Source: an optimization exercise on an open RTL-to-GDS flow (aim: small area). Production flows keep margins and buffers that such runs may drop.
Function was checked by simulation only, so behaviour that the tests miss may differ from the original.
No activity file was given, so power comes from the tool's default toggle rates.

## asx_soupbintcp_itch
module asx_soupbintcp_itch (
    input  wire        clk,
    input  wire        rst,
    input  wire        ip_payload_valid,
    input  wire [7:0]  ip_payload_data,
    input  wire        ip_payload_start,
    input  wire        ip_payload_end,
    output wire [15:0] tcp_src_port,
    output wire [15:0] tcp_dst_port,
    output wire [31:0] tcp_seq_num,
    output wire [31:0] tcp_ack_num,
    output wire [3:0] tcp_data_offset,
    output wire [7:0] tcp_flags,
    output wire [15:0] tcp_window,
    output wire tcp_flag_syn,
    output wire tcp_flag_ack,
    output wire tcp_flag_fin,
    output wire tcp_flag_rst,
    output wire tcp_flag_psh,
    output wire tcp_header_valid,
    output wire tcp_parse_error,
    output wire session_active,
    output wire [63:0] session_sequence,
    output wire [7:0] pkt_type,
    output wire pkt_type_valid,
    output wire pkt_heartbeat,
    output wire pkt_login_accepted,
    output wire pkt_login_rejected,
    output wire pkt_end_session,
    output wire [31:0] seq_data_count,
    output wire [31:0] heartbeat_count,
    output wire parse_error,
    output wire msg_valid,
    output wire [7:0] msg_type,
    output wire msg_error,
    output wire [31:0] timestamp,
    output wire [63:0] order_id,
    output wire [31:0] orderbook_id,
    output wire side,
    output wire add_order_valid,
    output wire add_order_start,
    output wire [63:0] quantity,
    output wire [31:0] price,
    output wire [15:0] order_attributes,
    output wire order_executed_valid,
    output wire [63:0] exec_quantity,
    output wire order_cancel_valid,
    output wire order_delete_valid,
    output wire order_replace_valid,
    output wire directory_valid,
    output wire system_event_valid,
    output wire [7:0] event_code,
    output wire [31:0] total_messages,
    output wire [31:0] parse_errors
);
Size in the first run: about 480 flip-flops.
==> flow/config.mk <==
export PLATFORM = sky130hd
export DESIGN_NAME = asx_soupbintcp_itch
export DESIGN_NICKNAME = asx_soupbintcp_itch
export VERILOG_FILES = /design/flow/design.v
export SDC_FILE = /design/flow/constraint.sdc
export NUM_CORES = 4
export LEC_CHECK = 0
export CAP_MARGIN = 20
export CORE_MARGIN = 2
export CORE_UTILIZATION = 40
export SLEW_MARGIN = 20
==> flow/constraint.sdc <==
create_clock -name core_clock -period 5.0 [get_ports {clk}]
set_input_delay 1.0000 -clock core_clock [delete_from_list [all_inputs] [get_ports {clk}]]
set_output_delay 1.0000 -clock core_clock [all_outputs]
set_load 0.01 [all_outputs]
standard.sh (not shown) runs the stock make flow with config.mk's settings and CLKGATE_MAP_FILE= SYNTH_SCRIPT=/design/flow/synth_recipe.tcl, a recipe that flattens the netlist after the stock synthesis.
==> flow/flow/run.sh <==
#!/bin/bash
# The standard layout (standard.sh) with: the smallest buffer cell on the
# ports, synthesis buffers removed at floorplan, no dummy clock-tree loads.
set -euo pipefail
export BUFFER_PORTS_ARGS="-buffer_cell sky130_fd_sc_hd__buf_1"
export REMOVE_ABC_BUFFERS=1
export CTS_ARGS="-sink_clustering_enable -repair_clock_nets -dont_use_dummy_load -buf_list sky130_fd_sc_hd__clkbuf_4 -sink_clustering_size 9 -sink_clustering_max_diameter 60"
bash standard.sh > standard_flow.log 2>&1
Then changed:
--- a/flow/design.v
+++ b/flow/design.v
@@ -51,41 +51,40 @@
     output wire system_event_valid,
     output wire [7:0] event_code,
     output wire [31:0] total_messages,
     output wire [31:0] parse_errors
 );
     reg [7:0] d1;
     always @(posedge clk)
         d1 <= ip_payload_data;
     localparam [1:0] T_IDLE = 2'd0, T_HDR = 2'd1, T_OPT = 2'd2, T_PAY = 2'd3;
     reg [1:0] t_state;
     wire [5:0] tpos;     
     reg       hw1;       
-    reg       v1, e1;    
+    reg       v1;        
+    wire      e1;        
     reg       hdr_valid_r, tcp_err_r;
     wire [7:0] fb0;      
     wire [7:0] fb12;     
     wire [3:0] doff = fb12[7:4];
     always @(posedge clk) begin
         if (rst) begin
             t_state     <= T_IDLE;
             hw1         <= 1'b0;
             v1          <= 1'b0;
-            e1          <= 1'b0;
             hdr_valid_r <= 1'b0;
             tcp_err_r   <= 1'b0;
         end else begin
             hw1         <= 1'b0;
             v1          <= 1'b0;
-            e1          <= 1'b0;
             hdr_valid_r <= 1'b0;
             tcp_err_r   <= 1'b0;
             case (t_state)
                 T_IDLE:
                     if (ip_payload_valid && ip_payload_start) begin
                         hw1     <= 1'b1;
                         t_state <= T_HDR;
                     end
                 T_HDR:
                     if (ip_payload_valid) begin
                         hw1 <= 1'b1;
                         if (tpos == 6'd18) begin
@@ -106,62 +105,61 @@
                         if (tpos == {doff - 4'd1, 2'b10}) begin
                             hdr_valid_r <= 1'b1;
                             t_state     <= T_PAY;
                         end
                         if (ip_payload_end) begin
                             tcp_err_r <= 1'b1;
                             t_state   <= T_IDLE;
                         end
                     end
                 default:
                     if (ip_payload_valid) begin
                         v1 <= 1'b1;
-                        e1 <= ip_payload_end;
                         if (ip_payload_end)
                             t_state <= T_IDLE;
                     end
             endcase
         end
     end
+    assign e1 = (t_state == T_IDLE);
     assign tcp_header_valid = hdr_valid_r;
     assign tcp_parse_error  = tcp_err_r;
     localparam [2:0] S_IDLE = 3'd0, S_LSB = 3'd1, S_TYPE = 3'd2,
                      S_PAYF = 3'd3, S_PAY = 3'd4, S_SKIP = 3'd5;
     reg [2:0]  s_state;
     reg [15:0] cnt;      
     reg        sa;
-    reg        v2, s2, e2;
+    reg        v2, s2;
+    wire       e2;
     reg        ptv;
     wire [63:0] seq_cnt;
     wire [31:0] hb_cnt;
     wire s_pay    = (s_state == S_PAYF) || (s_state == S_PAY);
     wire cnt_last = (cnt == 16'hFFFD);    
     wire gt1      = ~&cnt[15:1];          
     wire d1_H = (d1 == 8'h48);
     wire d1_A = (d1 == 8'h41);
     wire d1_J = (d1 == 8'h4A);
     wire d1_Z = (d1 == 8'h5A);
     wire d1_S = (d1 == 8'h53);
     always @(posedge clk) begin
         if (rst) begin
             s_state <= S_IDLE;
             sa      <= 1'b0;
             v2      <= 1'b0;
             s2      <= 1'b0;
-            e2      <= 1'b0;
             ptv     <= 1'b0;
         end else begin
             v2  <= v1 && s_pay;
             s2  <= v1 && (s_state == S_PAYF);
-            e2  <= v1 && s_pay && (cnt_last || e1);
             ptv <= v1 && (s_state == S_TYPE);
             if (v1) begin
                 case (s_state)
                     S_IDLE: s_state <= S_LSB;
                     S_LSB:  s_state <= e1 ? S_IDLE : S_TYPE;
                     S_TYPE: begin
                         if (d1_A)
                             sa <= 1'b1;
                         else if (d1_J || d1_Z)
                             sa <= 1'b0;
                         if (e1 || d1_H || d1_Z || !gt1)
                             s_state <= S_IDLE;
@@ -208,24 +206,25 @@
         end else if (v1) begin
             if (s_state == S_LSB)
                 cnt[5:0] <= ~d1[5:0];
             else if ((s_state != S_IDLE) && (s_state != S_TYPE))
                 cnt[5:0] <= cnt_inc[5:0];
         end
     end
     assign tpos = cnt[5:0];
     event_counter #(.W(64)) seq_counter (
         .clk(clk), .rst(rst), .inc(v1 && (s_state == S_TYPE) && d1_S), .count(seq_cnt));
     event_counter #(.W(32)) hb_counter (
         .clk(clk), .rst(rst), .inc(v1 && (s_state == S_TYPE) && d1_H), .count(hb_cnt));
+    assign e2 = (s_state == S_IDLE);
     assign session_active     = sa;
     assign session_sequence   = seq_cnt;
     assign seq_data_count     = seq_cnt[31:0];
     assign heartbeat_count    = hb_cnt;
     wire [7:0] pt = fb0;
     assign pkt_type           = pt;
     assign pkt_type_valid     = ptv;
     assign pkt_heartbeat      = ptv && (pt == 8'h48);
     assign pkt_login_accepted = ptv && (pt == 8'h41);
     assign pkt_login_rejected = ptv && (pt == 8'h4A);
     assign pkt_end_session    = ptv && (pt == 8'h5A);
     assign parse_error        = ptv && !((pt == 8'h48) || (pt == 8'h41) ||
After rerunning: The new run ran to the end with no violations. Non-clock buffer count went down by 10. Global-route usage went down by 0.55 points. Final cell count barely changes. Worst setup slack improved by 0.20 ns. Routed wire length went down by 1.2%. Final area hardly moves. Clock power stays flat. Total power hardly moves. Count of clock-buffer cells in the layout went up by 2. Synthesized area went up by 0.41%.

========
green:
asx_soupbintcp_itch, a different RTL version from the one above (not shown whole).
Size: about 480 flip-flops.
==> flow/config.mk <==
export PLATFORM = sky130hd
export DESIGN_NAME = asx_soupbintcp_itch
export DESIGN_NICKNAME = asx_soupbintcp_itch
export VERILOG_FILES = /design/flow/design.v
export SDC_FILE = /design/flow/constraint.sdc
export NUM_CORES = 4
export LEC_CHECK = 0
export CAP_MARGIN = 20
export CORE_MARGIN = 2
export CORE_UTILIZATION = 40
export SLEW_MARGIN = 20
==> flow/constraint.sdc <==
create_clock -name core_clock -period 5.0 [get_ports {clk}]
set_input_delay 1.0000 -clock core_clock [delete_from_list [all_inputs] [get_ports {clk}]]
set_output_delay 1.0000 -clock core_clock [all_outputs]
set_load 0.01 [all_outputs]
==> flow/flow/run.sh <==
#!/bin/bash
# The standard layout (standard.sh) with: the smallest buffer cell on the
# ports, synthesis buffers removed at floorplan, no dummy clock-tree loads.
set -euo pipefail
export BUFFER_PORTS_ARGS="-buffer_cell sky130_fd_sc_hd__buf_1"
export REMOVE_ABC_BUFFERS=1
export CTS_ARGS="-sink_clustering_enable -repair_clock_nets -dont_use_dummy_load -sink_clustering_size 25 -sink_clustering_max_diameter 100"
bash standard.sh > standard_flow.log 2>&1
--- input diff green..blue ---
-- flow/design.v --
<<< green, line 59
    localparam [1:0] T_IDLE = 2'd0, T_HDR = 2'd1, T_OPT = 2'd2, T_PAY = 2'd3;
    reg [1:0] t_state;
    reg [5:0] byte_cnt;
    reg       hw1;       
    reg       v1, e1;    
>>> blue, line 59
    localparam [1:0] T_IDLE = 2'd0, T_HDR = 2'd1, T_OPT = 2'd2, T_PAY = 2'd3;
    reg [1:0] t_state;
    wire [5:0] tpos;     
    reg       hw1;       
    reg       v1, e1;    
<<< green, line 66
    wire [7:0] fb12;     
    wire [3:0] doff = fb12[7:4];
    wire [5:0] byte_cnt_inc = byte_cnt + 6'd1;
    always @(posedge clk) begin
        if (rst) begin
>>> blue, line 66
    wire [7:0] fb12;     
    wire [3:0] doff = fb12[7:4];
    always @(posedge clk) begin
        if (rst) begin
<<< green, line 90
                    if (ip_payload_valid) begin
                        hw1 <= 1'b1;
                        if (byte_cnt == 6'd19) begin
                            if (doff > 4'd5) begin
                                t_state <= T_OPT;
>>> blue, line 89
                    if (ip_payload_valid) begin
                        hw1 <= 1'b1;
                        if (tpos == 6'd18) begin
                            if (doff > 4'd5) begin
                                t_state <= T_OPT;
<<< green, line 105
                T_OPT:
                    if (ip_payload_valid) begin
                        if (byte_cnt_inc == {doff, 2'b00}) begin
                            hdr_valid_r <= 1'b1;
                            t_state     <= T_PAY;
>>> blue, line 104
                T_OPT:
                    if (ip_payload_valid) begin
                        if (tpos == {doff - 4'd1, 2'b10}) begin
                            hdr_valid_r <= 1'b1;
                            t_state     <= T_PAY;
<<< green, line 123
            endcase
        end
    end
    always @(posedge clk) begin
        if (t_state == T_IDLE)
            byte_cnt <= 6'd1;
        else if (ip_payload_valid && (t_state != T_PAY))
            byte_cnt <= byte_cnt_inc;
    end
    assign tcp_header_valid = hdr_valid_r;
>>> blue, line 122
            endcase
        end
    end
    assign tcp_header_valid = hdr_valid_r;
<<< green, line 188
        end
    end
    always @(posedge clk) begin
        if (v1) begin
>>> blue, line 181
        end
    end
    wire [15:0] cnt_dec = cnt - 16'd1;
    always @(posedge clk) begin
        if (v1) begin
<<< green, line 193
                cnt[15:8] <= d1;
            else if (s_state == S_LSB)
                cnt[7:0] <= d1;
            else if (s_state != S_TYPE)
                cnt <= cnt - 16'd1;
        end
    end
    event_counter #(.W(64)) seq_counter (
        .clk(clk), .rst(rst), .inc(v1 && (s_state == S_TYPE) && d1_S), .count(seq_cnt));
>>> blue, line 187
                cnt[15:8] <= d1;
            else if (s_state == S_LSB)
                cnt[7:6] <= d1[7:6];
            else if (s_state != S_TYPE)
                cnt[15:6] <= cnt_dec[15:6];
        end
        if (t_state == T_IDLE)
            cnt[5:0] <= 6'd0;
        else if (t_state != T_PAY) begin
            if (ip_payload_valid)
                cnt[5:0] <= cnt[5:0] + 6'd1;
        end else if (v1) begin
            if (s_state == S_LSB)
                cnt[5:0] <= d1[5:0];
            else if ((s_state != S_IDLE) && (s_state != S_TYPE))
                cnt[5:0] <= cnt_dec[5:0];
        end
    end
    assign tpos = cnt[5:0];
    event_counter #(.W(64)) seq_counter (
        .clk(clk), .rst(rst), .inc(v1 && (s_state == S_TYPE) && d1_S), .count(seq_cnt));
<<< green, line 304
    assign total_messages       = msg_cnt;
    assign parse_errors         = err_cnt;
    wire       wi = (i_next == I_COUNT) && v1 && s_pay;   
    reg [7:0]  fb [0:31];
    reg        side_r;
>>> blue, line 310
    assign total_messages       = msg_cnt;
    assign parse_errors         = err_cnt;
    wire       wi  = (i_next == I_COUNT) && v1 && s_pay;   
    wire       wr  = hw1 || wi;
    wire [5:0] pos = hw1 ? tpos : bc_next;
    reg [7:0]  fb [0:31];
    reg        side_r;
<<< green, line 311
        for (k = 0; k < 32; k = k + 1) begin : g_fb
            if (k != 17) begin : g_byte
                wire we_t = (k < 16) && (k != 1) && hw1 && (byte_cnt == k + 1);
                wire we_i = (k > 0) && wi && (bc_next == k);
                wire we_p = (k == 0) && v1 && (s_state == S_TYPE);
                always @(posedge clk)
                    if (we_t || we_i || we_p)
                        fb[k] <= d1;
            end
>>> blue, line 319
        for (k = 0; k < 32; k = k + 1) begin : g_fb
            if (k != 17) begin : g_byte
                wire we = (k == 1) ? (wi && (pos == 6'd1))
                        : (k == 0) ? ((hw1 && (pos == 6'd0)) || (v1 && (s_state == S_TYPE)))
                        : (wr && (pos == k));
                always @(posedge clk)
                    if (we)
                        fb[k] <= d1;
            end
<<< green, line 322
    reg [7:0] src_lo;
    always @(posedge clk)
        if (hw1 && (byte_cnt == 6'd2))
            src_lo <= d1;
    always @(posedge clk)
        if (wi && (bc_next == 6'd17))
            side_r <= (d1 == 8'h42);
    assign fb0  = fb[0];
>>> blue, line 330
    reg [7:0] src_lo;
    always @(posedge clk)
        if (hw1 && (pos == 6'd1))
            src_lo <= d1;
    always @(posedge clk)
        if (wr && (pos == 6'd17))
            side_r <= (d1 == 8'h42);
    assign fb0  = fb[0];
==> comparison <==
Summary of blue over green: average size of a mapped cell climbed about 1%; wire length saw an increase; clock period minus final worst setup slack moved up; layout multi-input combinational cell count fell by 32.
Against green as the reference, blue delivers a lower non-clock buffer contribution to total cell area.
Full die area: higher on green
Relative to green, sequential share of layout area has increased by 0.44 points in blue.
blue has less setup slack than green.
Looking at cell depth of the worst setup path, blue sits below green.
Compared with green, blue shows total number of nets in the final design that has gone down by a few percent.
The run showing the smaller height of the chip is blue.

[separate check: timing with driven ports]
In the flow no input, the clock included, has a driving cell. The finished layouts below were timed again as built, in two steps. Step 1 (the two cells are an assumption about what drives the block):
set clk [get_ports {clk}]
set_driving_cell -lib_cell sky130_fd_sc_hd__clkbuf_16 $clk
set_driving_cell -lib_cell sky130_fd_sc_hd__buf_2 [delete_from_list [all_inputs] $clk]
Step 2 times the ports against the registers' clock, not the clock port: input delays grow and output delays shrink by t, the midpoint of the rising clock arrivals with the driver on. a / b / c = no drivers / after step 1 / after step 2; a / b = the first two.
| run | t, ns | slack for setup (ns) | worst setup path after step 2 | slew at the worst register clock pin (ns) | worst slew at a driven data input, ns |
|---|---|---|---|---|---|
| the first run of note 1 | 0.828 | 0.937 / 0.937 / 0.937 | register to register | 0.11 / 0.11 | 0.11 |
| the second run of note 1 | 0.871 | 1.137 / 1.137 / 1.137 | register to register | 0.11 / 0.11 | 0.08 |
| green | 0.611 | 0.990 / 0.990 / 0.990 | register to register | 0.11 / 0.11 | 0.22 |
| blue | 0.616 | 0.801 / 0.801 / 0.801 | register to register | 0.10 / 0.10 | 0.07 |
After both steps every run listed still meets setup and hold.
